This is an optimization exercise on Yosys and OpenROAD, whose aim is small area, a short achievable clock period and few clock cycles per item, not a production implementation.
Where RTL was checked, it was by simulation tests only, not by an equivalence proof against the original.
For run 1, only the layout was checked, not whether the RTL still works.
Power is estimated from default activity; no workload was simulated.

==> flow/design.v (outline; a module is shown in full before it is edited, if it fits) <==
// module systolic_matrix_mult: 2411 lines
module systolic_matrix_mult #(
    parameter DATA_WIDTH = 16,
    parameter FRAC_WIDTH = 8,
    parameter M = 4,
    parameter N = 4,
    parameter K = 4
)(
    input wire clk,
    input wire rst_n,
    input wire start,
    input wire signed [DATA_WIDTH-1:0] a_data,
    input wire [$clog2(M)-1:0] a_row,
    input wire [$clog2(K)-1:0] a_col,
    input wire a_valid,
    input wire signed [DATA_WIDTH-1:0] b_data,
    input wire [$clog2(K)-1:0] b_row,
    input wire [$clog2(N)-1:0] b_col,
    input wire b_valid,
    output reg signed [DATA_WIDTH-1:0] c_data,
    output reg [$clog2(M)-1:0] c_row,
    output reg [$clog2(N)-1:0] c_col,
    output reg c_valid,
    output reg done
);
  // ...
==> flow/flow/run.sh <==
#!/bin/bash
set -euo pipefail
margin=$(cat flow/margin.txt)
bash standard.sh SETUP_SLACK_MARGIN="$margin" finish > standard_flow.log 2>&1
==> flow/flow/margin.txt <==
6.6
==> flow/standard.sh <==
#!/bin/bash
# synth_recipe.tcl (not shown) runs the flow's synth.tcl, then flattens the netlist and writes it again
# the make line also repeats each setting of config.mk as NAME=value (left out here)
make -C /OpenROAD-flow-scripts/flow DESIGN_CONFIG=/design/flow/config.mk WORK_HOME=/design/flow/orfs CLKGATE_MAP_FILE= SYNTH_SCRIPT=/design/flow/synth_recipe.tcl "${@:-finish}"
==> flow/config.mk <==
export PLATFORM = sky130hd
export DESIGN_NAME = systolic_matrix_mult
export DESIGN_NICKNAME = systolic_matrix_mult
export VERILOG_FILES = /design/flow/design.v
export SDC_FILE = /design/flow/constraint.sdc
export NUM_CORES = 4
export LEC_CHECK = 0
export CAP_MARGIN = 20
export CORE_MARGIN = 2
export CORE_UTILIZATION = 30
export SLEW_MARGIN = 20
==> flow/constraint.sdc <==
create_clock -name core_clock -period 10.0 [get_ports {clk}]
set_input_delay 2.0000 -clock core_clock [delete_from_list [all_inputs] [get_ports {clk}]]
set_output_delay 2.0000 -clock core_clock [all_outputs]
set_load 0.01 [all_outputs]
==> summary.txt, run 1 <==
- Half-perimeter wire length after placement: 97.5 mm
- Total length of routed met2 wires: 69.0 mm
- Most common library cell in the layout ignoring fill and taps: sky130_fd_sc_hd__edfxtp_1
- Clock root buffer: sky130_fd_sc_hd__clkbuf_16
- Type of the setup path with the least slack: flip-flop to flip-flop
- WL per Instance: 23.2 um
- Number of sequential cells: 884
- Power dissipated by switching net loads: 3.51 mW
- Number of setup buffers added after CTS: 192
- Die footprint: 165000 um2
- Cell-internal power: around 7.7 mW
- Final Net Count: 4631
- Worst setup skew after layout: slightly below 0.05 ns
- Summed negative setup slack over all endpoints: 0 ns
- Clock buffer cells: 127
- Top FF cell, synth: sky130_fd_sc_hd__edfxtp_1
- Setup repair after global routing missed its margin: true
- Critical path buffers and inverters: 2
- Leading power group: registers
- Sequential group power: 4.48 mW
- Reg2Reg Setup Slack: 6.34 ns
- Combinational power share: 29.5%
- Area share of fa/ha/maj cells after synthesis: between 10% and 20%
- Gate Count Post-Synth: around 4000
- Outcome: timing/DRC/antenna clean
- Count of cell instances traversed by the critical path: 9
==> run 2, diff against run 1 <==
--- a/flow/design.v
+++ b/flow/design.v
@@ -1869,388 +1869,454 @@
     wire s1145 = t1147 ^ s999;
     wire c1146 = (c994 & s996) | (t1147 & s999);
     wire t1150 = s787 ^ s790;
     wire s1148 = t1150 ^ s793;
     wire t1153 = s796 ^ s799;
     wire s1151 = t1153 ^ c997;
     wire t1156 = c1000 ^ c1003;
     wire s1154 = t1156 ^ s1005;
-    wire t1159 = s807 ^ c1020;
-    wire s1157 = t1159 ^ s1022;
-    wire c1158 = (s807 & c1020) | (t1159 & s1022);
-    wire t1162 = c814 ^ s816;
-    wire s1160 = t1162 ^ c1026;
-    wire c1161 = (c814 & s816) | (t1162 & c1026);
-    wire t1165 = s822 ^ c1029;
-    wire s1163 = t1165 ^ s1031;
-    wire c1164 = (s822 & c1029) | (t1165 & s1031);
-    wire t1168 = c1032 ^ s1034;
-    wire s1166 = t1168 ^ s1037;
-    wire c1167 = (c1032 & s1034) | (t1168 & s1037);
-    wire t1171 = s834 ^ s837;
-    wire s1169 = t1171 ^ c1035;
-    wire c1170 = (s834 & s837) | (t1171 & c1035);
-    wire t1174 = s846 ^ c1041;
-    wire s1172 = t1174 ^ s1043;
-    wire c1173 = (s846 & c1041) | (t1174 & s1043);
-    wire t1177 = s852 ^ s855;
-    wire s1175 = t1177 ^ c1044;
-    wire c1176 = (s852 & s855) | (t1177 & c1044);
-    wire t1180 = c1047 ^ s1049;
-    wire s1178 = t1180 ^ s1052;
-    wire c1179 = (c1047 & s1049) | (t1180 & s1052);
-    wire t1183 = s867 ^ c1050;
-    wire s1181 = t1183 ^ c1053;
-    wire c1182 = (s867 & c1050) | (t1183 & c1053);
-    wire t1186 = c1056 ^ c1059;
-    wire s1184 = t1186 ^ s1061;
-    wire c1185 = (c1056 & c1059) | (t1186 & s1061);
-    wire t1189 = s891 ^ c1062;
-    wire s1187 = t1189 ^ c1065;
-    wire c1188 = (s891 & c1062) | (t1189 & c1065);
-    wire t1192 = c1068 ^ s1070;
-    wire s1190 = t1192 ^ s1073;
-    wire c1191 = (c1068 & s1070) | (t1192 & s1073);
-    wire t1195 = c1071 ^ c1074;
-    wire s1193 = t1195 ^ c1077;
-    wire c1194 = (c1071 & c1074) | (t1195 & c1077);
-    wire t1198 = s1079 ^ s1082;
-    wire s1196 = t1198 ^ s1085;
-    wire c1197 = (s1079 & s1082) | (t1198 & s1085);
-    wire t1201 = c1080 ^ c1083;
-    wire s1199 = t1201 ^ c1086;
-    wire c1200 = (c1080 & c1083) | (t1201 & c1086);
-    wire t1204 = s1088 ^ s1091;
-    wire s1202 = t1204 ^ s1094;
-    wire c1203 = (s1088 & s1091) | (t1204 & s1094);
-    wire t1207 = s930 ^ s933;
-    wire s1205 = t1207 ^ c1089;
-    wire c1206 = (s930 & s933) | (t1207 & c1089);
-    wire t1210 = c1092 ^ c1095;
-    wire s1208 = t1210 ^ s1097;
-    wire c1209 = (c1092 & c1095) | (t1210 & s1097);
-    wire t1213 = s948 ^ c1098;
-    wire s1211 = t1213 ^ c1101;
-    wire c1212 = (s948 & c1098) | (t1213 & c1101);
-    wire t1216 = c1104 ^ s1106;
-    wire s1214 = t1216 ^ s1109;
-    wire c1215 = (c1104 & s1106) | (t1216 & s1109);
-    wire t1219 = s957 ^ s960;
-    wire s1217 = t1219 ^ c1107;
-    wire c1218 = (s957 & s960) | (t1219 & c1107);
-    wire t1222 = c1110 ^ c1113;
-    wire s1220 = t1222 ^ s1115;
-    wire c1221 = (c1110 & c1113) | (t1222 & s1115);
-    wire t1225 = s969 ^ s972;
-    wire s1223 = t1225 ^ c1116;
-    wire c1224 = (s969 & s972) | (t1225 & c1116);
-    wire t1228 = c1119 ^ c1122;
-    wire s1226 = t1228 ^ s1124;
-    wire c1227 = (c1119 & c1122) | (t1228 & s1124);
-    wire t1231 = s981 ^ s984;
-    wire s1229 = t1231 ^ c1125;
-    wire c1230 = (s981 & s984) | (t1231 & c1125);
-    wire t1234 = c1128 ^ s1130;
-    wire s1232 = t1234 ^ s1133;
-    wire c1233 = (c1128 & s1130) | (t1234 & s1133);
-    wire t1237 = s990 ^ s993;
-    wire s1235 = t1237 ^ c1131;
-    wire c1236 = (s990 & s993) | (t1237 & c1131);
-    wire t1240 = c1134 ^ s1136;
-    wire s1238 = t1240 ^ s1139;
-    wire c1239 = (c1134 & s1136) | (t1240 & s1139);
-    wire t1243 = s1002 ^ c1137;
-    wire s1241 = t1243 ^ c1140;
-    wire c1242 = (s1002 & c1137) | (t1243 & c1140);
-    wire t1246 = s1008 ^ s1011;
-    wire s1244 = t1246 ^ s1014;
-    wire t1249 = s1017 ^ c1143;
-    wire s1247 = t1249 ^ c1146;
     reg q2_s4;
     always @(posedge clk) q2_s4 <= s4;
     reg q2_s475;
     always @(posedge clk) q2_s475 <= s475;
     reg q2_s801;
     always @(posedge clk) q2_s801 <= s801;
     reg q2_s1019;
     always @(posedge clk) q2_s1019 <= s1019;
-    reg q2_s1157;
-    always @(posedge clk) q2_s1157 <= s1157;
+    reg q2_s807;
+    always @(posedge clk) q2_s807 <= s807;
+    reg q2_c1020;
+    always @(posedge clk) q2_c1020 <= c1020;
+    reg q2_s1022;
+    always @(posedge clk) q2_s1022 <= s1022;
     reg q2_c1023;
     always @(posedge clk) q2_c1023 <= c1023;
     reg q2_s1025;
     always @(posedge clk) q2_s1025 <= s1025;
-    reg q2_c1158;
-    always @(posedge clk) q2_c1158 <= c1158;
+    reg q2_c814;
+    always @(posedge clk) q2_c814 <= c814;
+    reg q2_s816;
+    always @(posedge clk) q2_s816 <= s816;
+    reg q2_c1026;
+    always @(posedge clk) q2_c1026 <= c1026;
     reg q2_s1028;
     always @(posedge clk) q2_s1028 <= s1028;
-    reg q2_s1160;
-    always @(posedge clk) q2_s1160 <= s1160;
-    reg q2_c1161;
-    always @(posedge clk) q2_c1161 <= c1161;
-    reg q2_s1163;
-    always @(posedge clk) q2_s1163 <= s1163;
-    reg q2_c1164;
-    always @(posedge clk) q2_c1164 <= c1164;
-    reg q2_s1166;
-    always @(posedge clk) q2_s1166 <= s1166;
+    reg q2_s822;
+    always @(posedge clk) q2_s822 <= s822;
+    reg q2_c1029;
+    always @(posedge clk) q2_c1029 <= c1029;
+    reg q2_s1031;
+    always @(posedge clk) q2_s1031 <= s1031;
+    reg q2_c1032;
+    always @(posedge clk) q2_c1032 <= c1032;
+    reg q2_s1034;
+    always @(posedge clk) q2_s1034 <= s1034;
+    reg q2_s1037;
+    always @(posedge clk) q2_s1037 <= s1037;
+    reg q2_s834;
+    always @(posedge clk) q2_s834 <= s834;
+    reg q2_s837;
+    always @(posedge clk) q2_s837 <= s837;
+    reg q2_c1035;
+    always @(posedge clk) q2_c1035 <= c1035;
     reg q2_c1038;
     always @(posedge clk) q2_c1038 <= c1038;
     reg q2_s1040;
     always @(posedge clk) q2_s1040 <= s1040;
-    reg q2_c1167;
-    always @(posedge clk) q2_c1167 <= c1167;
-    reg q2_s1169;
-    always @(posedge clk) q2_s1169 <= s1169;
+    reg q2_s846;
+    always @(posedge clk) q2_s846 <= s846;
+    reg q2_c1041;
+    always @(posedge clk) q2_c1041 <= c1041;
+    reg q2_s1043;
+    always @(posedge clk) q2_s1043 <= s1043;
     reg q2_s1046;
     always @(posedge clk) q2_s1046 <= s1046;
-    reg q2_c1170;
-    always @(posedge clk) q2_c1170 <= c1170;
-    reg q2_s1172;
-    always @(posedge clk) q2_s1172 <= s1172;
-    reg q2_c1173;
-    always @(posedge clk) q2_c1173 <= c1173;
-    reg q2_s1175;
-    always @(posedge clk) q2_s1175 <= s1175;
-    reg q2_s1178;
-    always @(posedge clk) q2_s1178 <= s1178;
+    reg q2_s852;
+    always @(posedge clk) q2_s852 <= s852;
+    reg q2_s855;
+    always @(posedge clk) q2_s855 <= s855;
+    reg q2_c1044;
+    always @(posedge clk) q2_c1044 <= c1044;
+    reg q2_c1047;
+    always @(posedge clk) q2_c1047 <= c1047;
+    reg q2_s1049;
+    always @(posedge clk) q2_s1049 <= s1049;
+    reg q2_s1052;
+    always @(posedge clk) q2_s1052 <= s1052;
+    reg q2_s867;
+    always @(posedge clk) q2_s867 <= s867;
+    reg q2_c1050;
+    always @(posedge clk) q2_c1050 <= c1050;
+    reg q2_c1053;
+    always @(posedge clk) q2_c1053 <= c1053;
     reg q2_s1055;
     always @(posedge clk) q2_s1055 <= s1055;
     reg q2_s1058;
     always @(posedge clk) q2_s1058 <= s1058;
-    reg q2_c1176;
-    always @(posedge clk) q2_c1176 <= c1176;
-    reg q2_c1179;
-    always @(posedge clk) q2_c1179 <= c1179;
-    reg q2_s1181;
-    always @(posedge clk) q2_s1181 <= s1181;
+    reg q2_c1056;
+    always @(posedge clk) q2_c1056 <= c1056;
+    reg q2_c1059;
+    always @(posedge clk) q2_c1059 <= c1059;
+    reg q2_s1061;
+    always @(posedge clk) q2_s1061 <= s1061;
     reg q2_s1064;
     always @(posedge clk) q2_s1064 <= s1064;
     reg q2_s1067;
     always @(posedge clk) q2_s1067 <= s1067;
-    reg q2_c1182;
-    always @(posedge clk) q2_c1182 <= c1182;
-    reg q2_s1184;
-    always @(posedge clk) q2_s1184 <= s1184;
+    reg q2_s891;
+    always @(posedge clk) q2_s891 <= s891;
+    reg q2_c1062;
+    always @(posedge clk) q2_c1062 <= c1062;
+    reg q2_c1065;
+    always @(posedge clk) q2_c1065 <= c1065;
+    reg q2_c1068;
+    always @(posedge clk) q2_c1068 <= c1068;
+    reg q2_s1070;
+    always @(posedge clk) q2_s1070 <= s1070;
+    reg q2_s1073;
+    always @(posedge clk) q2_s1073 <= s1073;
     reg q2_s1076;
     always @(posedge clk) q2_s1076 <= s1076;
-    reg q2_c1185;
-    always @(posedge clk) q2_c1185 <= c1185;
-    reg q2_s1187;
-    always @(posedge clk) q2_s1187 <= s1187;
-    reg q2_s1190;
-    always @(posedge clk) q2_s1190 <= s1190;
-    reg q2_c1188;
-    always @(posedge clk) q2_c1188 <= c1188;
-    reg q2_c1191;
-    always @(posedge clk) q2_c1191 <= c1191;
-    reg q2_s1193;
-    always @(posedge clk) q2_s1193 <= s1193;
-    reg q2_s1196;
-    always @(posedge clk) q2_s1196 <= s1196;
-    reg q2_c1194;
-    always @(posedge clk) q2_c1194 <= c1194;
-    reg q2_c1197;
-    always @(posedge clk) q2_c1197 <= c1197;
-    reg q2_s1199;
-    always @(posedge clk) q2_s1199 <= s1199;
-    reg q2_s1202;
-    always @(posedge clk) q2_s1202 <= s1202;
+    reg q2_c1071;
+    always @(posedge clk) q2_c1071 <= c1071;
+    reg q2_c1074;
+    always @(posedge clk) q2_c1074 <= c1074;
+    reg q2_c1077;
+    always @(posedge clk) q2_c1077 <= c1077;
+    reg q2_s1079;
+    always @(posedge clk) q2_s1079 <= s1079;
+    reg q2_s1082;
+    always @(posedge clk) q2_s1082 <= s1082;
+    reg q2_s1085;
+    always @(posedge clk) q2_s1085 <= s1085;
+    reg q2_c1080;
+    always @(posedge clk) q2_c1080 <= c1080;
+    reg q2_c1083;
+    always @(posedge clk) q2_c1083 <= c1083;
+    reg q2_c1086;
+    always @(posedge clk) q2_c1086 <= c1086;
+    reg q2_s1088;
+    always @(posedge clk) q2_s1088 <= s1088;
+    reg q2_s1091;
+    always @(posedge clk) q2_s1091 <= s1091;
+    reg q2_s1094;
+    always @(posedge clk) q2_s1094 <= s1094;
+    reg q2_s930;
+    always @(posedge clk) q2_s930 <= s930;
+    reg q2_s933;
+    always @(posedge clk) q2_s933 <= s933;
+    reg q2_c1089;
+    always @(posedge clk) q2_c1089 <= c1089;
+    reg q2_c1092;
+    always @(posedge clk) q2_c1092 <= c1092;
+    reg q2_c1095;
+    always @(posedge clk) q2_c1095 <= c1095;
+    reg q2_s1097;
+    always @(posedge clk) q2_s1097 <= s1097;
     reg q2_s1100;
     always @(posedge clk) q2_s1100 <= s1100;
     reg q2_s1103;
     always @(posedge clk) q2_s1103 <= s1103;
-    reg q2_c1200;
-    always @(posedge clk) q2_c1200 <= c1200;
-    reg q2_c1203;
-    always @(posedge clk) q2_c1203 <= c1203;
-    reg q2_s1205;
-    always @(posedge clk) q2_s1205 <= s1205;
-    reg q2_s1208;
-    always @(posedge clk) q2_s1208 <= s1208;
+    reg q2_s948;
+    always @(posedge clk) q2_s948 <= s948;
+    reg q2_c1098;
+    always @(posedge clk) q2_c1098 <= c1098;
+    reg q2_c1101;
+    always @(posedge clk) q2_c1101 <= c1101;
+    reg q2_c1104;
+    always @(posedge clk) q2_c1104 <= c1104;
+    reg q2_s1106;
+    always @(posedge clk) q2_s1106 <= s1106;
+    reg q2_s1109;
+    always @(posedge clk) q2_s1109 <= s1109;
     reg q2_s1112;
     always @(posedge clk) q2_s1112 <= s1112;
-    reg q2_c1206;
-    always @(posedge clk) q2_c1206 <= c1206;
-    reg q2_c1209;
-    always @(posedge clk) q2_c1209 <= c1209;
-    reg q2_s1211;
-    always @(posedge clk) q2_s1211 <= s1211;
-    reg q2_s1214;
-    always @(posedge clk) q2_s1214 <= s1214;
+    reg q2_s957;
+    always @(posedge clk) q2_s957 <= s957;
+    reg q2_s960;
+    always @(posedge clk) q2_s960 <= s960;
+    reg q2_c1107;
+    always @(posedge clk) q2_c1107 <= c1107;
+    reg q2_c1110;
+    always @(posedge clk) q2_c1110 <= c1110;
+    reg q2_c1113;
+    always @(posedge clk) q2_c1113 <= c1113;
+    reg q2_s1115;
+    always @(posedge clk) q2_s1115 <= s1115;
     reg q2_s1118;
     always @(posedge clk) q2_s1118 <= s1118;
     reg q2_s1121;
     always @(posedge clk) q2_s1121 <= s1121;
-    reg q2_c1212;
-    always @(posedge clk) q2_c1212 <= c1212;
-    reg q2_c1215;
-    always @(posedge clk) q2_c1215 <= c1215;
-    reg q2_s1217;
-    always @(posedge clk) q2_s1217 <= s1217;
-    reg q2_s1220;
-    always @(posedge clk) q2_s1220 <= s1220;
+    reg q2_s969;
+    always @(posedge clk) q2_s969 <= s969;
+    reg q2_s972;
+    always @(posedge clk) q2_s972 <= s972;
+    reg q2_c1116;
+    always @(posedge clk) q2_c1116 <= c1116;
+    reg q2_c1119;
+    always @(posedge clk) q2_c1119 <= c1119;
+    reg q2_c1122;
+    always @(posedge clk) q2_c1122 <= c1122;
+    reg q2_s1124;
+    always @(posedge clk) q2_s1124 <= s1124;
     reg q2_s1127;
     always @(posedge clk) q2_s1127 <= s1127;
-    reg q2_c1218;
-    always @(posedge clk) q2_c1218 <= c1218;
-    reg q2_c1221;
-    always @(posedge clk) q2_c1221 <= c1221;
-    reg q2_s1223;
-    always @(posedge clk) q2_s1223 <= s1223;
-    reg q2_s1226;
-    always @(posedge clk) q2_s1226 <= s1226;
-    reg q2_c1224;
-    always @(posedge clk) q2_c1224 <= c1224;
-    reg q2_c1227;
-    always @(posedge clk) q2_c1227 <= c1227;
-    reg q2_s1229;
-    always @(posedge clk) q2_s1229 <= s1229;
-    reg q2_s1232;
-    always @(posedge clk) q2_s1232 <= s1232;
-    reg q2_c1230;
-    always @(posedge clk) q2_c1230 <= c1230;
-    reg q2_c1233;
-    always @(posedge clk) q2_c1233 <= c1233;
-    reg q2_s1235;
-    always @(posedge clk) q2_s1235 <= s1235;
-    reg q2_s1238;
-    always @(posedge clk) q2_s1238 <= s1238;
+    reg q2_s981;
+    always @(posedge clk) q2_s981 <= s981;
+    reg q2_s984;
+    always @(posedge clk) q2_s984 <= s984;
+    reg q2_c1125;
+    always @(posedge clk) q2_c1125 <= c1125;
+    reg q2_c1128;
+    always @(posedge clk) q2_c1128 <= c1128;
+    reg q2_s1130;
+    always @(posedge clk) q2_s1130 <= s1130;
+    reg q2_s1133;
+    always @(posedge clk) q2_s1133 <= s1133;
+    reg q2_s990;
+    always @(posedge clk) q2_s990 <= s990;
+    reg q2_s993;
+    always @(posedge clk) q2_s993 <= s993;
+    reg q2_c1131;
+    always @(posedge clk) q2_c1131 <= c1131;
+    reg q2_c1134;
+    always @(posedge clk) q2_c1134 <= c1134;
+    reg q2_s1136;
+    always @(posedge clk) q2_s1136 <= s1136;
+    reg q2_s1139;
+    always @(posedge clk) q2_s1139 <= s1139;
+    reg q2_s1002;
+    always @(posedge clk) q2_s1002 <= s1002;
+    reg q2_c1137;
+    always @(posedge clk) q2_c1137 <= c1137;
+    reg q2_c1140;
+    always @(posedge clk) q2_c1140 <= c1140;
     reg q2_s1142;
     always @(posedge clk) q2_s1142 <= s1142;
     reg q2_s1145;
     always @(posedge clk) q2_s1145 <= s1145;
-    reg q2_c1236;
-    always @(posedge clk) q2_c1236 <= c1236;
-    reg q2_c1239;
-    always @(posedge clk) q2_c1239 <= c1239;
-    reg q2_s1241;
-    always @(posedge clk) q2_s1241 <= s1241;
+    reg q2_s1008;
+    always @(posedge clk) q2_s1008 <= s1008;
+    reg q2_s1011;
+    always @(posedge clk) q2_s1011 <= s1011;
+    reg q2_s1014;
+    always @(posedge clk) q2_s1014 <= s1014;
+    reg q2_s1017;
+    always @(posedge clk) q2_s1017 <= s1017;
+    reg q2_c1143;
+    always @(posedge clk) q2_c1143 <= c1143;
+    reg q2_c1146;
+    always @(posedge clk) q2_c1146 <= c1146;
     reg q2_s1148;
     always @(posedge clk) q2_s1148 <= s1148;
     reg q2_s1151;
     always @(posedge clk) q2_s1151 <= s1151;
     reg q2_s1154;
     always @(posedge clk) q2_s1154 <= s1154;
-    reg q2_c1242;
-    always @(posedge clk) q2_c1242 <= c1242;
-    reg q2_s1244;
-    always @(posedge clk) q2_s1244 <= s1244;
-    reg q2_s1247;
-    always @(posedge clk) q2_s1247 <= s1247;
+    wire t1159 = q2_s807 ^ q2_c1020;
+    wire s1157 = t1159 ^ q2_s1022;
+    wire c1158 = (q2_s807 & q2_c1020) | (t1159 & q2_s1022);
+    wire t1162 = q2_c814 ^ q2_s816;
+    wire s1160 = t1162 ^ q2_c1026;
+    wire c1161 = (q2_c814 & q2_s816) | (t1162 & q2_c1026);
+    wire t1165 = q2_s822 ^ q2_c1029;
+    wire s1163 = t1165 ^ q2_s1031;
+    wire c1164 = (q2_s822 & q2_c1029) | (t1165 & q2_s1031);
+    wire t1168 = q2_c1032 ^ q2_s1034;
+    wire s1166 = t1168 ^ q2_s1037;
+    wire c1167 = (q2_c1032 & q2_s1034) | (t1168 & q2_s1037);
+    wire t1171 = q2_s834 ^ q2_s837;
+    wire s1169 = t1171 ^ q2_c1035;
+    wire c1170 = (q2_s834 & q2_s837) | (t1171 & q2_c1035);
+    wire t1174 = q2_s846 ^ q2_c1041;
+    wire s1172 = t1174 ^ q2_s1043;
+    wire c1173 = (q2_s846 & q2_c1041) | (t1174 & q2_s1043);
+    wire t1177 = q2_s852 ^ q2_s855;
+    wire s1175 = t1177 ^ q2_c1044;
+    wire c1176 = (q2_s852 & q2_s855) | (t1177 & q2_c1044);
+    wire t1180 = q2_c1047 ^ q2_s1049;
+    wire s1178 = t1180 ^ q2_s1052;
+    wire c1179 = (q2_c1047 & q2_s1049) | (t1180 & q2_s1052);
+    wire t1183 = q2_s867 ^ q2_c1050;
+    wire s1181 = t1183 ^ q2_c1053;
+    wire c1182 = (q2_s867 & q2_c1050) | (t1183 & q2_c1053);
+    wire t1186 = q2_c1056 ^ q2_c1059;
+    wire s1184 = t1186 ^ q2_s1061;
+    wire c1185 = (q2_c1056 & q2_c1059) | (t1186 & q2_s1061);
+    wire t1189 = q2_s891 ^ q2_c1062;
+    wire s1187 = t1189 ^ q2_c1065;
+    wire c1188 = (q2_s891 & q2_c1062) | (t1189 & q2_c1065);
+    wire t1192 = q2_c1068 ^ q2_s1070;
+    wire s1190 = t1192 ^ q2_s1073;
+    wire c1191 = (q2_c1068 & q2_s1070) | (t1192 & q2_s1073);
+    wire t1195 = q2_c1071 ^ q2_c1074;
+    wire s1193 = t1195 ^ q2_c1077;
+    wire c1194 = (q2_c1071 & q2_c1074) | (t1195 & q2_c1077);
+    wire t1198 = q2_s1079 ^ q2_s1082;
+    wire s1196 = t1198 ^ q2_s1085;
+    wire c1197 = (q2_s1079 & q2_s1082) | (t1198 & q2_s1085);
+    wire t1201 = q2_c1080 ^ q2_c1083;
+    wire s1199 = t1201 ^ q2_c1086;
+    wire c1200 = (q2_c1080 & q2_c1083) | (t1201 & q2_c1086);
+    wire t1204 = q2_s1088 ^ q2_s1091;
+    wire s1202 = t1204 ^ q2_s1094;
+    wire c1203 = (q2_s1088 & q2_s1091) | (t1204 & q2_s1094);
+    wire t1207 = q2_s930 ^ q2_s933;
+    wire s1205 = t1207 ^ q2_c1089;
+    wire c1206 = (q2_s930 & q2_s933) | (t1207 & q2_c1089);
+    wire t1210 = q2_c1092 ^ q2_c1095;
+    wire s1208 = t1210 ^ q2_s1097;
+    wire c1209 = (q2_c1092 & q2_c1095) | (t1210 & q2_s1097);
+    wire t1213 = q2_s948 ^ q2_c1098;
+    wire s1211 = t1213 ^ q2_c1101;
+    wire c1212 = (q2_s948 & q2_c1098) | (t1213 & q2_c1101);
+    wire t1216 = q2_c1104 ^ q2_s1106;
+    wire s1214 = t1216 ^ q2_s1109;
+    wire c1215 = (q2_c1104 & q2_s1106) | (t1216 & q2_s1109);
+    wire t1219 = q2_s957 ^ q2_s960;
+    wire s1217 = t1219 ^ q2_c1107;
+    wire c1218 = (q2_s957 & q2_s960) | (t1219 & q2_c1107);
+    wire t1222 = q2_c1110 ^ q2_c1113;
+    wire s1220 = t1222 ^ q2_s1115;
+    wire c1221 = (q2_c1110 & q2_c1113) | (t1222 & q2_s1115);
+    wire t1225 = q2_s969 ^ q2_s972;
+    wire s1223 = t1225 ^ q2_c1116;
+    wire c1224 = (q2_s969 & q2_s972) | (t1225 & q2_c1116);
+    wire t1228 = q2_c1119 ^ q2_c1122;
+    wire s1226 = t1228 ^ q2_s1124;
+    wire c1227 = (q2_c1119 & q2_c1122) | (t1228 & q2_s1124);
+    wire t1231 = q2_s981 ^ q2_s984;
+    wire s1229 = t1231 ^ q2_c1125;
+    wire c1230 = (q2_s981 & q2_s984) | (t1231 & q2_c1125);
+    wire t1234 = q2_c1128 ^ q2_s1130;
+    wire s1232 = t1234 ^ q2_s1133;
+    wire c1233 = (q2_c1128 & q2_s1130) | (t1234 & q2_s1133);
+    wire t1237 = q2_s990 ^ q2_s993;
+    wire s1235 = t1237 ^ q2_c1131;
+    wire c1236 = (q2_s990 & q2_s993) | (t1237 & q2_c1131);
+    wire t1240 = q2_c1134 ^ q2_s1136;
+    wire s1238 = t1240 ^ q2_s1139;
+    wire c1239 = (q2_c1134 & q2_s1136) | (t1240 & q2_s1139);
+    wire t1243 = q2_s1002 ^ q2_c1137;
+    wire s1241 = t1243 ^ q2_c1140;
+    wire c1242 = (q2_s1002 & q2_c1137) | (t1243 & q2_c1140);
+    wire t1246 = q2_s1008 ^ q2_s1011;
+    wire s1244 = t1246 ^ q2_s1014;
+    wire t1249 = q2_s1017 ^ q2_c1143;
+    wire s1247 = t1249 ^ q2_c1146;
     wire t1252 = q2_c1023 ^ q2_s1025;
-    wire s1250 = t1252 ^ q2_c1158;
-    wire c1251 = (q2_c1023 & q2_s1025) | (t1252 & q2_c1158);
+    wire s1250 = t1252 ^ c1158;
+    wire c1251 = (q2_c1023 & q2_s1025) | (t1252 & c1158);
     wire t1255 = q2_c1038 ^ q2_s1040;
-    wire s1253 = t1255 ^ q2_c1167;
-    wire c1254 = (q2_c1038 & q2_s1040) | (t1255 & q2_c1167);
-    wire t1258 = q2_s1046 ^ q2_c1170;
-    wire s1256 = t1258 ^ q2_s1172;
-    wire c1257 = (q2_s1046 & q2_c1170) | (t1258 & q2_s1172);
-    wire t1261 = q2_c1173 ^ q2_s1175;
-    wire s1259 = t1261 ^ q2_s1178;
-    wire c1260 = (q2_c1173 & q2_s1175) | (t1261 & q2_s1178);
+    wire s1253 = t1255 ^ c1167;
+    wire c1254 = (q2_c1038 & q2_s1040) | (t1255 & c1167);
+    wire t1258 = q2_s1046 ^ c1170;
+    wire s1256 = t1258 ^ s1172;
+    wire c1257 = (q2_s1046 & c1170) | (t1258 & s1172);
+    wire t1261 = c1173 ^ s1175;
+    wire s1259 = t1261 ^ s1178;
+    wire c1260 = (c1173 & s1175) | (t1261 & s1178);
     wire t1264 = q2_s1055 ^ q2_s1058;
-    wire s1262 = t1264 ^ q2_c1176;
-    wire c1263 = (q2_s1055 & q2_s1058) | (t1264 & q2_c1176);
+    wire s1262 = t1264 ^ c1176;
+    wire c1263 = (q2_s1055 & q2_s1058) | (t1264 & c1176);
     wire t1267 = q2_s1064 ^ q2_s1067;
-    wire s1265 = t1267 ^ q2_c1182;
-    wire c1266 = (q2_s1064 & q2_s1067) | (t1267 & q2_c1182);
-    wire t1270 = q2_s1076 ^ q2_c1185;
-    wire s1268 = t1270 ^ q2_s1187;
-    wire c1269 = (q2_s1076 & q2_c1185) | (t1270 & q2_s1187);
-    wire t1273 = q2_c1188 ^ q2_c1191;
-    wire s1271 = t1273 ^ q2_s1193;
-    wire c1272 = (q2_c1188 & q2_c1191) | (t1273 & q2_s1193);
-    wire t1276 = q2_c1194 ^ q2_c1197;
-    wire s1274 = t1276 ^ q2_s1199;
-    wire c1275 = (q2_c1194 & q2_c1197) | (t1276 & q2_s1199);
+    wire s1265 = t1267 ^ c1182;
+    wire c1266 = (q2_s1064 & q2_s1067) | (t1267 & c1182);
+    wire t1270 = q2_s1076 ^ c1185;
+    wire s1268 = t1270 ^ s1187;
+    wire c1269 = (q2_s1076 & c1185) | (t1270 & s1187);
+    wire t1273 = c1188 ^ c1191;
+    wire s1271 = t1273 ^ s1193;
+    wire c1272 = (c1188 & c1191) | (t1273 & s1193);
+    wire t1276 = c1194 ^ c1197;
+    wire s1274 = t1276 ^ s1199;
+    wire c1275 = (c1194 & c1197) | (t1276 & s1199);
     wire t1279 = q2_s1100 ^ q2_s1103;
-    wire s1277 = t1279 ^ q2_c1200;
-    wire c1278 = (q2_s1100 & q2_s1103) | (t1279 & q2_c1200);
-    wire t1282 = q2_c1203 ^ q2_s1205;
-    wire s1280 = t1282 ^ q2_s1208;
-    wire c1281 = (q2_c1203 & q2_s1205) | (t1282 & q2_s1208);
-    wire t1285 = q2_s1112 ^ q2_c1206;
-    wire s1283 = t1285 ^ q2_c1209;
-    wire c1284 = (q2_s1112 & q2_c1206) | (t1285 & q2_c1209);
-    wire s1286 = q2_s1211 ^ q2_s1214;
-    wire c1287 = q2_s1211 & q2_s1214;
+    wire s1277 = t1279 ^ c1200;
+    wire c1278 = (q2_s1100 & q2_s1103) | (t1279 & c1200);
+    wire t1282 = c1203 ^ s1205;
+    wire s1280 = t1282 ^ s1208;
+    wire c1281 = (c1203 & s1205) | (t1282 & s1208);
+    wire t1285 = q2_s1112 ^ c1206;
+    wire s1283 = t1285 ^ c1209;
+    wire c1284 = (q2_s1112 & c1206) | (t1285 & c1209);
+    wire s1286 = s1211 ^ s1214;
+    wire c1287 = s1211 & s1214;
     wire t1290 = q2_s1118 ^ q2_s1121;
-    wire s1288 = t1290 ^ q2_c1212;
-    wire c1289 = (q2_s1118 & q2_s1121) | (t1290 & q2_c1212);
-    wire t1293 = q2_c1215 ^ q2_s1217;
-    wire s1291 = t1293 ^ q2_s1220;
-    wire c1292 = (q2_c1215 & q2_s1217) | (t1293 & q2_s1220);
-    wire t1296 = q2_s1127 ^ q2_c1218;
-    wire s1294 = t1296 ^ q2_c1221;
-    wire c1295 = (q2_s1127 & q2_c1218) | (t1296 & q2_c1221);
-    wire s1297 = q2_s1223 ^ q2_s1226;
-    wire c1298 = q2_s1223 & q2_s1226;
-    wire t1301 = q2_c1224 ^ q2_c1227;
-    wire s1299 = t1301 ^ q2_s1229;
-    wire c1300 = (q2_c1224 & q2_c1227) | (t1301 & q2_s1229);
-    wire t1304 = q2_c1230 ^ q2_c1233;
-    wire s1302 = t1304 ^ q2_s1235;
-    wire c1303 = (q2_c1230 & q2_c1233) | (t1304 & q2_s1235);
+    wire s1288 = t1290 ^ c1212;
+    wire c1289 = (q2_s1118 & q2_s1121) | (t1290 & c1212);
+    wire t1293 = c1215 ^ s1217;
+    wire s1291 = t1293 ^ s1220;
+    wire c1292 = (c1215 & s1217) | (t1293 & s1220);
+    wire t1296 = q2_s1127 ^ c1218;
+    wire s1294 = t1296 ^ c1221;
+    wire c1295 = (q2_s1127 & c1218) | (t1296 & c1221);
+    wire s1297 = s1223 ^ s1226;
+    wire c1298 = s1223 & s1226;
+    wire t1301 = c1224 ^ c1227;
+    wire s1299 = t1301 ^ s1229;
+    wire c1300 = (c1224 & c1227) | (t1301 & s1229);
+    wire t1304 = c1230 ^ c1233;
+    wire s1302 = t1304 ^ s1235;
+    wire c1303 = (c1230 & c1233) | (t1304 & s1235);
     wire t1307 = q2_s1142 ^ q2_s1145;
-    wire s1305 = t1307 ^ q2_c1236;
-    wire c1306 = (q2_s1142 & q2_s1145) | (t1307 & q2_c1236);
+    wire s1305 = t1307 ^ c1236;
+    wire c1306 = (q2_s1142 & q2_s1145) | (t1307 & c1236);
     wire t1310 = q2_s1148 ^ q2_s1151;
     wire s1308 = t1310 ^ q2_s1154;
-    wire s1311 = q2_c1242 ^ q2_s1244;
-    wire t1315 = q2_s1028 ^ q2_s1160;
+    wire s1311 = c1242 ^ s1244;
+    wire t1315 = q2_s1028 ^ s1160;
     wire s1313 = t1315 ^ c1251;
-    wire c1314 = (q2_s1028 & q2_s1160) | (t1315 & c1251);
-    wire t1318 = q2_c1179 ^ q2_s1181;
+    wire c1314 = (q2_s1028 & s1160) | (t1315 & c1251);
+    wire t1318 = c1179 ^ s1181;
     wire s1316 = t1318 ^ c1260;
-    wire c1317 = (q2_c1179 & q2_s1181) | (t1318 & c1260);
-    wire t1321 = q2_s1184 ^ c1263;
+    wire c1317 = (c1179 & s1181) | (t1318 & c1260);
+    wire t1321 = s1184 ^ c1263;
     wire s1319 = t1321 ^ s1265;
-    wire c1320 = (q2_s1184 & c1263) | (t1321 & s1265);
-    wire t1324 = q2_s1190 ^ c1266;
+    wire c1320 = (s1184 & c1263) | (t1321 & s1265);
+    wire t1324 = s1190 ^ c1266;
     wire s1322 = t1324 ^ s1268;
-    wire c1323 = (q2_s1190 & c1266) | (t1324 & s1268);
-    wire t1327 = q2_s1196 ^ c1269;
+    wire c1323 = (s1190 & c1266) | (t1324 & s1268);
+    wire t1327 = s1196 ^ c1269;
     wire s1325 = t1327 ^ s1271;
-    wire c1326 = (q2_s1196 & c1269) | (t1327 & s1271);
-    wire t1330 = q2_s1202 ^ c1272;
+    wire c1326 = (s1196 & c1269) | (t1327 & s1271);
+    wire t1330 = s1202 ^ c1272;
     wire s1328 = t1330 ^ s1274;
-    wire c1329 = (q2_s1202 & c1272) | (t1330 & s1274);
+    wire c1329 = (s1202 & c1272) | (t1330 & s1274);
     wire t1333 = c1275 ^ s1277;
     wire s1331 = t1333 ^ s1280;
     wire c1332 = (c1275 & s1277) | (t1333 & s1280);
     wire t1336 = c1278 ^ c1281;
     wire s1334 = t1336 ^ s1283;
     wire c1335 = (c1278 & c1281) | (t1336 & s1283);
     wire t1339 = c1284 ^ c1287;
     wire s1337 = t1339 ^ s1288;
     wire c1338 = (c1284 & c1287) | (t1339 & s1288);
     wire t1342 = c1289 ^ c1292;
     wire s1340 = t1342 ^ s1294;
     wire c1341 = (c1289 & c1292) | (t1342 & s1294);
-    wire t1345 = q2_s1232 ^ c1295;
+    wire t1345 = s1232 ^ c1295;
     wire s1343 = t1345 ^ c1298;
-    wire c1344 = (q2_s1232 & c1295) | (t1345 & c1298);
-    wire t1348 = q2_s1238 ^ c1300;
+    wire c1344 = (s1232 & c1295) | (t1345 & c1298);
+    wire t1348 = s1238 ^ c1300;
     wire s1346 = t1348 ^ s1302;
-    wire c1347 = (q2_s1238 & c1300) | (t1348 & s1302);
-    wire t1351 = q2_c1239 ^ q2_s1241;
+    wire c1347 = (s1238 & c1300) | (t1348 & s1302);
+    wire t1351 = c1239 ^ s1241;
     wire s1349 = t1351 ^ c1303;
-    wire c1350 = (q2_c1239 & q2_s1241) | (t1351 & c1303);
-    wire t1354 = q2_s1247 ^ c1306;
+    wire c1350 = (c1239 & s1241) | (t1351 & c1303);
+    wire t1354 = s1247 ^ c1306;
     wire s1352 = t1354 ^ s1308;
-    wire t1357 = q2_c1161 ^ q2_s1163;
+    wire t1357 = c1161 ^ s1163;
     wire s1355 = t1357 ^ c1314;
-    wire c1356 = (q2_c1161 & q2_s1163) | (t1357 & c1314);
-    wire s1358 = q2_c1164 ^ q2_s1166;
-    wire c1359 = q2_c1164 & q2_s1166;
-    wire s1360 = q2_s1169 ^ s1253;
-    wire c1361 = q2_s1169 & s1253;
+    wire c1356 = (c1161 & s1163) | (t1357 & c1314);
+    wire s1358 = c1164 ^ s1166;
+    wire c1359 = c1164 & s1166;
+    wire s1360 = s1169 ^ s1253;
+    wire c1361 = s1169 & s1253;
     wire s1362 = c1254 ^ s1256;
     wire c1363 = c1254 & s1256;
     wire s1364 = c1257 ^ s1259;
     wire c1365 = c1257 & s1259;
     wire s1366 = s1262 ^ s1316;
     wire c1367 = s1262 & s1316;
     wire s1368 = c1317 ^ s1319;
     wire c1369 = c1317 & s1319;
@@ -2284,18 +2350,18 @@
     reg q3_q2_s4;
     always @(posedge clk) q3_q2_s4 <= q2_s4;
     reg q3_q2_s475;
     always @(posedge clk) q3_q2_s475 <= q2_s475;
     reg q3_q2_s801;
     always @(posedge clk) q3_q2_s801 <= q2_s801;
     reg q3_q2_s1019;
     always @(posedge clk) q3_q2_s1019 <= q2_s1019;
-    reg q3_q2_s1157;
-    always @(posedge clk) q3_q2_s1157 <= q2_s1157;
+    reg q3_s1157;
+    always @(posedge clk) q3_s1157 <= s1157;
     reg q3_s1250;
     always @(posedge clk) q3_s1250 <= s1250;
     reg q3_s1313;
     always @(posedge clk) q3_s1313 <= s1313;
     reg q3_s1355;
     always @(posedge clk) q3_s1355 <= s1355;
     reg q3_c1356;
     always @(posedge clk) q3_c1356 <= c1356;
@@ -2360,17 +2426,17 @@
     reg q3_c1391;
     always @(posedge clk) q3_c1391 <= c1391;
     reg q3_s1392;
     always @(posedge clk) q3_s1392 <= s1392;
     reg q3_c1393;
     always @(posedge clk) q3_c1393 <= c1393;
     reg q3_s1395;
     always @(posedge clk) q3_s1395 <= s1395;
-    wire [23:0] sum_a = {q3_c1393, q3_c1391, q3_c1388, q3_c1385, q3_c1382, q3_c1379, q3_c1377, q3_c1375, q3_c1373, q3_c1371, q3_c1369, q3_c1367, q3_c1365, q3_c1363, q3_c1361, q3_c1359, q3_c1356, q3_s1355, q3_s1313, q3_s1250, q3_q2_s1157, q3_q2_s1019, q3_q2_s801, q3_q2_s4};
+    wire [23:0] sum_a = {q3_c1393, q3_c1391, q3_c1388, q3_c1385, q3_c1382, q3_c1379, q3_c1377, q3_c1375, q3_c1373, q3_c1371, q3_c1369, q3_c1367, q3_c1365, q3_c1363, q3_c1361, q3_c1359, q3_c1356, q3_s1355, q3_s1313, q3_s1250, q3_s1157, q3_q2_s1019, q3_q2_s801, q3_q2_s4};
     wire [23:0] sum_b = {q3_s1395, q3_s1392, q3_s1390, q3_s1387, q3_s1384, q3_s1381, q3_s1378, q3_s1376, q3_s1374, q3_s1372, q3_s1370, q3_s1368, q3_s1366, q3_s1364, q3_s1362, q3_s1360, q3_s1358, 1'b0, 1'b0, 1'b0, 1'b0, 1'b0, 1'b0, q3_q2_s475};
     wire [23:0] dot = sum_a + sum_b;
     reg p1_v, p1_last;
     reg [1:0] p1_i, p1_j;
     always @(posedge clk or negedge rst_n) begin
         if (!rst_n) begin p1_v <= 1'b0; p1_last <= 1'b0; end
         else begin p1_v <= pick_v; p1_last <= pick_last; end
     end
==> summary.txt, run 2 <==
- Final hold viol count: 0 (unchanged)
- Initial antenna violation count: 0 (was 3)
- Number of detailed-route iterations in the first pass: 7 (was 6)
- Share of final-layout standard cells stronger than drive strength 1: 10.1% (was 26.9%)
- Starting Density: 30.3% (was 30.2%)
- Post-route insts no fill: 6199 (was 6373)
- Avg Vias per Cell: 4.99 (was 5.11)
- Iteration-0 DRC Markers: 3341 (was 3430)
- Share of the synthesized area in the top cell type: 31.1% (was 31.7%)
- Highest-delay cell along the critical path: sky130_fd_sc_hd__nor2_2 (was sky130_fd_sc_hd__fa_2)
- Cell chain of the critical path: clkdlybuf4s50_1, nand3b_1, nor2_2 (was buf_12, a22oi_2, xor2_2, fa_2, fa_2, fa_1, fa_2, inv_1, fa_1)
- Post-route minimum period: 3.51 ns (was 3.66 ns)
- Synthesized net count: 4536 (was 4485)
- Slew at the pin closest to its max-slew limit: 1.09 ns (was 1.03 ns)
- Switching Fraction: 31.5% (was 31.2%)
- Worst-path maximum fanout: 16 (was 6)
- Proportion of power drawn by flip-flops and latches: 40.2% (was 39.9%)
- Half-perimeter wire length after placement: 97.7 mm (was 97.5 mm)
- Worst slew margin relative to its limit: 27.2% (was 31.4%)
- Gate Count Post-Synth: 4039 (was 3988)
- DP Cell Count: 6007 (was 5911)
- Number of inserted diodes: 0 (was 1)
- Htree depth: 3 (unchanged)
- # Max-Cap Violations: 0 (unchanged)
- Latest clock arrival within the worst-skew pair: 0.70 ns (was 0.71 ns)
- Global-route wire length before repair: 209 mm (was 216 mm)
- Die footprint: 168000 um2 (was 165000 um2)
- Combinational power share: 30.1% (was 29.5%)
- Worst path max stage delay: 0.84 ns (was 0.62 ns)
- Power per standard cell area: 211 nW/um2 (was 188 nW/um2)
- Share of cell area taken by muxes after synthesis: 3.80% (was 1.78%)
- Area growth from synthesis to final layout: 13.6% (was 23.2%)
- Final Net Count: 4441 (was 4631)
- Worst hold-check path type: flip-flop to flip-flop (unchanged)
- Area share of fa/ha/maj cells after synthesis: 17.7% (was 18.0%)
- Clk buf depth: 3 (unchanged)
- Registers with the most flip-flops: mat_a: 256 flops, mat_b: 256 flops (unchanged)
- Via count of the first global-routing pass: 31900 (was 33300)
- Count of nets left with antenna violations after detail routing: 0 (unchanged)
- Clock root buffer: sky130_fd_sc_hd__clkbuf_16 (unchanged)
- Period utilisation layout: 35.1% (was 36.6%)
- Warnings from Yosys: 3 (unchanged)
- Number of placement rows: 148 (was 147)
- Pins Over Slew Limit: 0 (unchanged)
- Total GRT Usage: 16.5% (was 17.5%)
- Routability cong.: 0.951 (was 0.916)
- Post-synthesis sequential element count: 917 (was 884)
- Arrival @ worst endpoint: 3.81 ns (was 4.20 ns)
- Cell area after placement: 52000 um2 (was 51500 um2)
- Summed negative setup slack over all endpoints: 0 ns (unchanged)
- Distinct cell type count of the synthesized netlist: 63 (was 65)
- Cell accounting for the most synthesized area: sky130_fd_sc_hd__edfxtp_1 (unchanged)
- Std-Cell Core Area: 163000 um2 (was 161000 um2)
- Data required time of the worst path: 10.30 ns (was 10.54 ns)
- Overflow left after global routing: 0 (unchanged)
- Via total after detailed routing: 30900 (was 32600)
- Kind of launch point of the worst setup path: input port (was flip-flop)
- Commonest cells post-synth: sky130_fd_sc_hd__edfxtp_1 (512), sky130_fd_sc_hd__a22oi_1 (433), sky130_fd_sc_hd__xor2_1 (428) (was sky130_fd_sc_hd__edfxtp_1 (512), sky130_fd_sc_hd__xor2_1 (460), sky130_fd_sc_hd__a22oi_1 (432))
- Chip Width: 410 um (was 406 um)
- Total of buffers placed on input and output ports: 66 (unchanged)
- Sum of routed wire length over all layers: 140 mm (was 148 mm)
- VDD IR-drop max: 153 uV (was 147 uV)
- Most numerous cell in the Yosys netlist: sky130_fd_sc_hd__edfxtp_1 (unchanged)
- Pin count of the biggest net entering global routing: 121 (was 114)
- Top FF cell, synth: sky130_fd_sc_hd__edfxtp_1 (unchanged)
- Outcome: timing/DRC/antenna clean (unchanged)
- WL per Instance: 22.5 um (was 23.2 um)
- Top-level I/O count: 67 (unchanged)
- Maximum achievable frequency: 0.285 GHz (was 0.273 GHz)
- Fraction of the mapped netlist area in compound gates: 10.9% (was 12.9%)
- Worst setup skew after layout: 0.0561 ns (was 0.0480 ns)
- Post-synthesis share of cell area spent on and, or, nand and nor gates: 4.15% (was 4.50%)
- Parity-gate share of the synthesized area counting xor and xnor cells: 10.0% (was 10.3%)
- Share of synthesized flip-flops with an asynchronous set or reset: 5.67% (was 5.88%)
- CTS Buf Count: 93 (was 91)
- Pleak: 21.3 nW (was 22.3 nW)
- Final Cell Area: 56100 um2 (was 59700 um2)
- Finish-stage setup viols: 0 (unchanged)
- Total standard cell area after synthesis: 49400 um2 (was 48500 um2)
- Cell-internal power: 8.09 mW (was 7.73 mW)
- Clock group share of total power: 29.6% (was 30.7%)
- TritonCTS clock tree: yes (unchanged)
- Synth top area cells: sky130_fd_sc_hd__edfxtp_1 (31%), sky130_fd_sc_hd__fa_1 (17%), sky130_fd_sc_hd__dfxtp_1 (14%) (was sky130_fd_sc_hd__edfxtp_1 (32%), sky130_fd_sc_hd__fa_1 (17%), sky130_fd_sc_hd__dfxtp_1 (13%))
- Residual DRC count: 0 (unchanged)
- Fraction of the yosys area taken by sequential cells: 48.1% (was 47.6%)
- Setup repair after global routing missed its margin: true (unchanged)
- Largest family of logic cells by synthesized area: adder cells (unchanged)
- Average instance area after synthesis: 12.2 um2 (about the same)
- Type of element capturing the critical path: flip-flop (unchanged)
- Die outline height: 410 um (was 406 um)
- Type of the setup path with the least slack: input port to flip-flop (was flip-flop to flip-flop)
- Clock transition at the register clock pins on the worst setup and hold paths after CTS: 0.06 ns (about the same)
- Number of clock sinks seen by CTS: 917 (was 884)
- Power dissipated by switching net loads: 3.72 mW (was 3.51 mW)
- Commonest cells after routing, fill and taps aside: sky130_fd_sc_hd__edfxtp_1 (512), sky130_fd_sc_hd__a22oi_1 (432), sky130_fd_sc_hd__xor2_1 (428) (was sky130_fd_sc_hd__edfxtp_1 (512), sky130_fd_sc_hd__xor2_1 (431), sky130_fd_sc_hd__nand2_1 (285))
- Most common library cell in the layout ignoring fill and taps: sky130_fd_sc_hd__edfxtp_1 (unchanged)
- Count of flip-flops with a built-in enable after synthesis: 512 (unchanged)
[run 2: power groups by stage]
stage                     clock, mW  combinational [mW]  sequential [mW]
after floorplan                   0                2.47             4.74
after global placement            0                3.61             4.84
after detailed placement          0                3.71             4.85
after CTS                      3.58                3.72             4.77
after global routing           3.74                4.25             4.80
final                          3.50                3.56             4.75
[run 2: metrics by stage]
| step | hold slack [ns] | util [%] | total power, mW | worst slack, ns |
|---|---|---|---|---|
| 2_1_floorplan | 0.310 | - | 7.21 | 6.36 |
| 3_5_place_dp | 0.312 | 31.9 | 8.56 | 5.48 |
| 4_1_cts | 0.315 | 34.2 | 12.1 | 6.50 |
| 6_report | 0.311 | 34.4 | 11.8 | 6.49 |
| 3_3_place_gp | 0.313 | 31.9 | 8.45 | 5.57 |
| 5_1_grt | 0.322 | 34.4 | 12.8 | 6.36 |
[run 2: worst paths after layout]
check / start / end / slack [ns] / depth (start not counted)
max reg2reg: bo1_7 / q2_s1094 / 6.62 / 7
max: b_col[0] / mat_b[6][3] / 6.49 / 3
min in group asynchronous: rst_n / p1_last / 1.43 / 2
min: p2_j[1] / p3_j[1] / 0.31 / 0
max in group asynchronous: rst_n / b_cnt[0][2] / 8.10 / 2
min reg2reg: p2_j[1] / p3_j[1] / 0.31 / 0
[run 2: kinds of logic (layout without fill, tap and decap cells)]
kind of cell / count (synthesis) / after routing
AO/OA/AOI/OAI: 774 / 775
XOR/XNOR: 566 / 566
adder cells (fa/ha/maj): 452 / 452
buffers and inverters: 678 / 660
flip-flops: 917 / 917
multiplexers: 187 / 187
AND/OR/NAND/NOR: 465 / 467
[run 2: layout make-up]
type	count	area [um2]
Tap cell	2175	2720
Sequential cell	917	24000
Inverter	339	1270
Clock inverter	46	567
Timing Repair Buffer	146	1450
Clock buffer	129	2550
Fill cell	15800	107000
Multi-Input combinational cell	2447	23500
[run 2: repair_timing]
item | CTS | global route
resized for setup | 182 | 77
buffers inserted | 5 | 7
pin swaps | 4 | 5
hold buffers | 0 | 0
gates cloned | 4 | 1
endpoints found under the setup margin | 385 | 254
[run 2: routing by layer]
layer	share of wire [%]	track usage, %	vias up
li1	-	-	13500
met1	42	21.9	15600
met2	45	25.8	1490
met3	7.7	3.13	367
met4	5.2	7.87	0
met5	0	0	-
[run 2: critical path, delay by kind of cell]
kind / cells / cell delay, ns
buffers and inverters: 1 / 0.47
and+or+nand+nor: 2 / 1.33
Testbench counts of run 2, summed over its fixed seeds: cycles 51,521, items 1,600.
==> run 3, diff against run 2 <==
==> flow/flow/margin.txt (replaced) <==
7.0
==> summary.txt, run 3 <==
- Outcome: timing/DRC/antenna clean (unchanged)
- CTS Buf Count: 96 (was 93)
- Starting Density: 30.3% (unchanged)
- Initial antenna violation count: 1 (was 0)
- Number of placement rows: 148 (unchanged)
- VDD IR-drop max: 188 uV (was 153 uV)
- Arrival @ worst endpoint: 3.90 ns (was 3.81 ns)
- Distinct cell type count of the synthesized netlist: 63 (unchanged)
- Summed negative setup slack over all endpoints: 0 ns (unchanged)
- Total of buffers placed on input and output ports: 66 (unchanged)
- Dominant cell type by count on the critical path: sky130_fd_sc_hd__fa_2
- Number of detailed-route iterations in the first pass: 6 (was 7)
- Sum of routed wire length over all layers: 158 mm (was 140 mm)
- Final Net Count: 4812 (was 4441)
- Number of clock sinks seen by CTS: 917 (unchanged)
- Worst setup skew after layout: 0.0946 ns (was 0.0561 ns)
- WL per Instance: 24.0 um (was 22.5 um)
- Top FF cell, synth: sky130_fd_sc_hd__edfxtp_1 (unchanged)
- Post-synthesis sequential element count: 917 (unchanged)
- Data required time of the worst path: 10.61 ns (was 10.30 ns)
- Chip Width: 410 um (unchanged)
- Global-route wire length before repair: 228 mm (was 209 mm)
- Kind of launch point of the worst setup path: flip-flop (was input port)
- Worst slew margin relative to its limit: 23.1% (was 27.2%)
- Count of flip-flops with a built-in enable after synthesis: 512 (unchanged)
- Warnings from Yosys: 3 (unchanged)
- Die footprint: 168000 um2 (unchanged)
- Post-route minimum period: 3.30 ns (was 3.51 ns)
- Power per standard cell area: 195 nW/um2 (was 211 nW/um2)
- Worst hold-check path type: flip-flop to flip-flop (unchanged)
- Slew at the pin closest to its max-slew limit: 1.15 ns (was 1.09 ns)
- Storage element area: 24200 um2 (was 24000 um2)
- Worst path max stage delay: 0.60 ns (was 0.84 ns)
- Iteration-0 DRC Markers: 3648 (was 3341)
- Pre-CTS worst setup slack: 5.42 ns (was 5.48 ns)
- Via total after detailed routing: 33200 (was 30900)
- Share of the synthesized area in the top cell type: 31.1% (unchanged)
- Cell accounting for the most synthesized area: sky130_fd_sc_hd__edfxtp_1 (unchanged)
- Cts hold-fix bufs: 0 (unchanged)
- Finish-stage setup viols: 0 (unchanged)
- Most common library cell in the layout ignoring fill and taps: sky130_fd_sc_hd__edfxtp_1 (unchanged)
- Avg Vias per Cell: 5.06 (was 4.99)
- Std-Cell Core Area: 163000 um2 (unchanged)
- Latest clock arrival within the worst-skew pair: 0.75 ns (was 0.70 ns)
- Clock root buffer: sky130_fd_sc_hd__clkbuf_16 (unchanged)
- Cell chain of the critical path: buf_6, xor2_1, fa_2, inv_2, fa_2, inv_2, fa_2, inv_2, fa_2 (was clkdlybuf4s50_1, nand3b_1, nor2_2)
- Synthesized net count: 4536 (unchanged)
- TritonCTS clock tree: yes (unchanged)
- Registers with the most flip-flops: mat_a: 256 flops, mat_b: 256 flops (unchanged)
- Period utilisation layout: 33.0% (was 35.1%)
- Fraction of the yosys area taken by sequential cells: 48.1% (unchanged)
- Type of element capturing the critical path: flip-flop (unchanged)
- Residual DRC count: 0 (unchanged)
- Share of synthesized flip-flops with an asynchronous set or reset: 5.67% (unchanged)
- Top-level I/O count: 67 (unchanged)
- Via count of the first global-routing pass: 34200 (was 31900)
- Average instance area after synthesis: 12.2 um2 (unchanged)
- Pins Over Slew Limit: 0 (unchanged)
- Area growth from synthesis to final layout: 27.4% (was 13.6%)
- Clock transition at the register clock pins on the worst setup and hold paths after CTS: 0.06 ns (about the same)
- Final hold viol count: 0 (unchanged)
- Most numerous cell in the Yosys netlist: sky130_fd_sc_hd__edfxtp_1 (unchanged)
- Setup repair after global routing missed its margin: true (unchanged)
- Total GRT Usage: 18.3% (was 16.5%)
- Half-perimeter wire length after placement: 99.2 mm (was 97.7 mm)
- Multi-input combinational cell area: 25600 um2 (was 23500 um2)
- Total standard cell area after synthesis: 49400 um2 (unchanged)
- Worst-path maximum fanout: 17 (was 16)
- Synth top area cells: sky130_fd_sc_hd__edfxtp_1 (31%), sky130_fd_sc_hd__fa_1 (17%), sky130_fd_sc_hd__dfxtp_1 (14%) (unchanged)
- Share of final-layout standard cells stronger than drive strength 1: 30.0% (was 10.1%)
- Number of fill cells in the layout: 15100 (was 15800)
- Pleak: 23.9 nW (was 21.3 nW)
- Clk buf depth: 3 (unchanged)
- Highest-delay cell along the critical path: sky130_fd_sc_hd__fa_2 (was sky130_fd_sc_hd__nor2_2)
- Gate Count Post-Synth: 4039 (unchanged)
- Type of the setup path with the least slack: flip-flop to flip-flop (was input port to flip-flop)
- Maximum achievable frequency: 0.303 GHz (was 0.285 GHz)
- Commonest cells post-synth: sky130_fd_sc_hd__edfxtp_1 (512), sky130_fd_sc_hd__a22oi_1 (433), sky130_fd_sc_hd__xor2_1 (428) (unchanged)
- Pin count of the biggest net entering global routing: 90 (was 121)
- Count of nets left with antenna violations after detail routing: 0 (unchanged)
- # Max-Cap Violations: 0 (unchanged)
- Worst path setup slack after routing: 6.70 ns (was 6.49 ns)
- Die outline height: 410 um (unchanged)
- Routability cong.: 0.924 (was 0.951)
- Overflow left after global routing: 0 (unchanged)
- Htree depth: 3 (unchanged)
- Commonest cells after routing, fill and taps aside: sky130_fd_sc_hd__edfxtp_1 (512), sky130_fd_sc_hd__xor2_1 (401), sky130_fd_sc_hd__inv_1 (299) (was sky130_fd_sc_hd__edfxtp_1 (512), sky130_fd_sc_hd__a22oi_1 (432), sky130_fd_sc_hd__xor2_1 (428))
run 3: cell counts after synthesis:
Identical to the previous run, type by type.
run 3: worst paths after layout:
check,start,end,cells after the start,slack [ns]
max in group asynchronous,rst_n,b_cnt[1][2],2,8.13
min in group asynchronous,rst_n,a_cnt[3][0],2,1.40
min reg2reg,p3_i[0],c_row[0],0,0.31
min,p3_i[0],c_row[0],0,0.31
max reg2reg,bn0_0,q2_s1085,9,6.70
max,bn0_0,q2_s1085,9,6.70
run 3: per-layer routing:
layer	track usage (%)	share of wire [%]	vias up
li1	-	-	14300
met1	23.9	41	16800
met2	28.4	45	1746
met3	4.11	8.9	440
met4	9.34	5.4	0
met5	0	0	-
run 3: report_power, final:
part / switching, mW / leakage, nW / internal, mW
Combinational: 2.19 / 14.0 / 1.75
Clock: 1.55 / 1.57 / 2.07
Sequential: 0.233 / 8.36 / 4.50
run 3: metrics by stage:
step	power, mW	hold WS [ns]	utilization, %	area, um2	std cells
2_1_floorplan	7.24	0.310	-	50800	4039
3_3_place_gp	8.55	0.311	32.1	52400	5996
3_5_place_dp	8.65	0.314	32.1	52400	5996
4_1_cts	12.4	0.319	37.4	61000	6485
5_1_grt	13.2	0.330	38.6	62900	6572
6_report	12.3	0.313	38.6	62900	6574
run 3: kinds of logic after synthesis:
family | Yosys count | share of synthesized area [%]
DFF | 917 | 48.1
adders and majority gates | 452 | 17.7
xor gates and xnor gates | 566 | 10.0
AOI/OAI and AO/OA | 774 | 10.9
buffers and inverters | 678 | 5.33
and+or+nand+nor | 465 | 4.15
muxes | 187 | 3.80
run 3: layout make-up:
cell class                      instances  share of cell area [%]
Sequential cell                       917                    38.5
Antenna cell                            2                 0.00796
Multi-Input combinational cell       2450                    40.8
Clock buffer                          135                    4.37
Tap cell                             2175                    4.33
Inverter                              339                    2.03
Clock inverter                         45                   0.768
Timing Repair Buffer                  511                    9.27
run 3: repair_timing:
action / 4_1_cts / 5_1_grt
endpoints found under the setup margin: 792 / 281
buffers inserted: 292 / 81
endpoints found under the hold margin: 0 / 0
pin swaps: 236 / 170
gates resized for setup: 778 / 255
cloned: 17 / 6
run 3: critical path: cells and delay by family, from the launching register on:
family | cells | cell delay [ns]
xor+xnor | 1 | 0.15
fa+ha+maj | 4 | 2.27
buf+inv | 4 | 0.41
flops | 1 | 0.33
==> run 4, diff against run 3 <==
==> flow/flow/margin.txt (replaced) <==
6.8
==> summary.txt, run 4 <==
- Outcome: timing/DRC/antenna clean (unchanged)
- Latest clock arrival within the worst-skew pair: 0.74 ns (was 0.75 ns)
- Summed negative setup slack over all endpoints: 0 ns (unchanged)
- Cell accounting for the most synthesized area: sky130_fd_sc_hd__edfxtp_1 (unchanged)
- Proportion of power drawn by flip-flops and latches: 39.4% (was 38.5%)
- Overflow left after global routing: 0 (unchanged)
- Type of the setup path with the least slack: flip-flop to flip-flop (unchanged)
- Warnings from Yosys: 3 (unchanged)
- Final Net Count: 4590 (was 4812)
- Power dissipated by switching net loads: 3.80 mW (was 3.98 mW)
- Share of cell area taken by muxes after synthesis: 3.80% (unchanged)
- Die footprint: 168000 um2 (unchanged)
- Total of buffers placed on input and output ports: 66 (unchanged)
- Synthesized net count: 4536 (unchanged)
- Registers with the most flip-flops: mat_a: 256 flops, mat_b: 256 flops (unchanged)
- Pleak: 22.5 nW (was 23.9 nW)
- Combinational power share: 30.1% (was 32.1%)
- TritonCTS clock tree: yes (unchanged)
- Via count of the first global-routing pass: 32400 (was 34200)
- Data required time of the worst path: 10.60 ns (was 10.61 ns)
- WL per Instance: 23.6 um (was 24.0 um)
- Finish-stage setup viols: 0 (unchanged)
- Via total after detailed routing: 31900 (was 33200)
- Type of element capturing the critical path: flip-flop (unchanged)
- Std-Cell Core Area: 163000 um2 (unchanged)
- Maximum achievable frequency: 0.308 GHz (was 0.303 GHz)
- Power per standard cell area: 205 nW/um2 (was 195 nW/um2)
- CTS Buf Count: 94 (was 96)
- Avg Vias per Cell: 5.02 (was 5.06)
- Largest family of logic cells by synthesized area: adder cells (unchanged)
- Fraction of the yosys area taken by sequential cells: 48.1% (unchanged)
- Most numerous cell in the Yosys netlist: sky130_fd_sc_hd__edfxtp_1 (unchanged)
- VDD IR-drop max: 174 uV (was 188 uV)
- Clock root buffer: sky130_fd_sc_hd__clkbuf_16 (unchanged)
- Clock transition at the register clock pins on the worst setup and hold paths after CTS: 0.06 ns (about the same)
- Commonest cells after routing, fill and taps aside: sky130_fd_sc_hd__edfxtp_1 (512), sky130_fd_sc_hd__xor2_1 (412), sky130_fd_sc_hd__fa_1 (390) (was sky130_fd_sc_hd__edfxtp_1 (512), sky130_fd_sc_hd__xor2_1 (401), sky130_fd_sc_hd__inv_1 (299))
- Post-route minimum period: 3.25 ns (was 3.30 ns)
- Number of clock sinks seen by CTS: 917 (unchanged)
- Slew at the pin closest to its max-slew limit: 1.11 ns (was 1.15 ns)
- Post-synthesis share of cell area spent on and, or, nand and nor gates: 4.15% (unchanged)
- Total standard cell area after synthesis: 49400 um2 (unchanged)
- Synth top area cells: sky130_fd_sc_hd__edfxtp_1 (31%), sky130_fd_sc_hd__fa_1 (17%), sky130_fd_sc_hd__dfxtp_1 (14%) (unchanged)
- Global-route wire length before repair: 216 mm (was 228 mm)
- Area growth from synthesis to final layout: 19.4% (was 27.4%)
- Period utilisation layout: 32.5% (was 33.0%)
- Fraction of the mapped netlist area in compound gates: 10.9% (unchanged)
- Sum of routed wire length over all layers: 150 mm (was 158 mm)
- Arrival @ worst endpoint: 3.85 ns (was 3.90 ns)
- Cell-internal power: 8.27 mW (was 8.31 mW)
- Residual DRC count: 0 (unchanged)
- Chip Width: 410 um (unchanged)
- Die outline height: 410 um (unchanged)
- Share of the synthesized area in the top cell type: 31.1% (unchanged)
- Distinct cell type count of the synthesized netlist: 63 (unchanged)
- Gate Count Post-Synth: 4039 (unchanged)
- Share of final-layout standard cells stronger than drive strength 1: 17.4% (was 30.0%)
- Half-perimeter wire length after placement: 98.8 mm (was 99.2 mm)
- Worst setup skew after layout: 0.0572 ns (was 0.0946 ns)
- Total GRT Usage: 17.2% (was 18.3%)
- Share of synthesized flip-flops with an asynchronous set or reset: 5.67% (unchanged)
- Post-synthesis sequential element count: 917 (unchanged)
- Final hold viol count: 0 (unchanged)
- Commonest cells post-synth: sky130_fd_sc_hd__edfxtp_1 (512), sky130_fd_sc_hd__a22oi_1 (433), sky130_fd_sc_hd__xor2_1 (428) (unchanged)
- Count of flip-flops with a built-in enable after synthesis: 512 (unchanged)
- Area share of fa/ha/maj cells after synthesis: 17.7% (unchanged)
- Parity-gate share of the synthesized area counting xor and xnor cells: 10.0% (unchanged)
- # Max-Cap Violations: 0 (unchanged)
- Average instance area after synthesis: 12.2 um2 (unchanged)
- Top-level I/O count: 67 (unchanged)
- Initial antenna violation count: 0 (was 1)
- Clock group share of total power: 30.4% (was 29.4%)
[run 4: cell counts after synthesis]
No cell type changed its count.
[run 4: timing repair]
item                                   4_1_cts  5_1_grt
gates cloned                                 7        4
buffers inserted                            72       93
pin swaps                                   44       63
hold buffers                                 0        0
setup endpoints to repair                  640      273
gates resized for setup                    424      157
endpoints found under the hold margin        0        0
[run 4: cell type report]
class	count	area [um2]
inverters	339	1270
clock inverters	49	611
well taps	2175	2720
repair buffers	294	3390
multi-input cells	2447	24100
fillers	15600	104000
clock buffers	125	2670
flip-flops and latches	917	24200
[run 4: metal layers]
metal	part of all wire, %	up-vias	global-route usage [%]
met5	0	-	0
met4	5.4	0	8.30
met3	8.8	447	3.55
met2	45	1613	26.6
met1	41	16000	22.9
li1	-	13800	-
[run 4: path summary, 6_finish.rpt]
| kind | slack, ns | cells past startpoint | startpoint | end |
|---|---|---|---|---|
| max in group asynchronous | 8.09 | 2 | rst_n | b_cnt[0][2] |
| min in group asynchronous | 1.41 | 2 | rst_n | b_cnt[2][1] |
| setup / recovery | 6.75 | 8 | bo0_2 | q2_s1031 |
| hold reg to reg | 0.33 | 0 | p1_j[1] | p2_j[1] |
| hold / removal | 0.33 | 0 | p1_j[1] | p2_j[1] |
| setup reg to reg | 6.75 | 8 | bo0_2 | q2_s1031 |
[run 4: critical path, cell delays in order, from the launching register on]
cell	delay (ns)
sky130_fd_sc_hd__dfxtp_4	0.49
sky130_fd_sc_hd__buf_6	0.23
sky130_fd_sc_hd__a22oi_1	0.12
sky130_fd_sc_hd__xor2_1	0.17
sky130_fd_sc_hd__fa_1	0.58
sky130_fd_sc_hd__fa_1	0.47
sky130_fd_sc_hd__fa_2	0.48
sky130_fd_sc_hd__fa_1	0.54
sky130_fd_sc_hd__inv_1	0.03
[run 4: logic make-up after synthesis]
family,count (synthesis)
xor gates and xnor gates,566
AOI/OAI and AO/OA,774
buffers and inverters,678
muxes,187
DFF,917
and+or+nand+nor,465
adders and majority gates,452
[run 4: power by group through the flow]
stage                     logic, mW  clock network (mW)  registers [mW]
final                          3.64                3.67            4.76
after global placement         3.59                   0            4.84
after floorplan                2.48                   0            4.74
after global routing           4.31                3.90            4.80
after detailed placement       3.68                   0            4.85
after CTS                      3.72                3.75            4.77
[run 4: stage by stage]
stage / utilization (%) / worst slack (ns) / std cells / power, mW / cell area (um2)
after floorplan: - / 6.56 / 4039 / 7.22 / 49700
after global placement: 31.9 / 5.55 / 5995 / 8.44 / 52000
after detailed placement: 31.9 / 5.50 / 5996 / 8.53 / 52000
after CTS: 35.1 / 6.71 / 6249 / 12.2 / 57200
after global routing: 36.1 / 6.71 / 6346 / 13.0 / 58900
final: 36.1 / 6.75 / 6346 / 12.1 / 58900

Check on run 4: ideal ports give 6.748 ns setup slack; a clkbuf_16 on the clock port and buf_2 on the inputs give 6.747 ns; moving port delays by the midpoint clock arrival (0.770 ns) as well gives 6.109 ns.
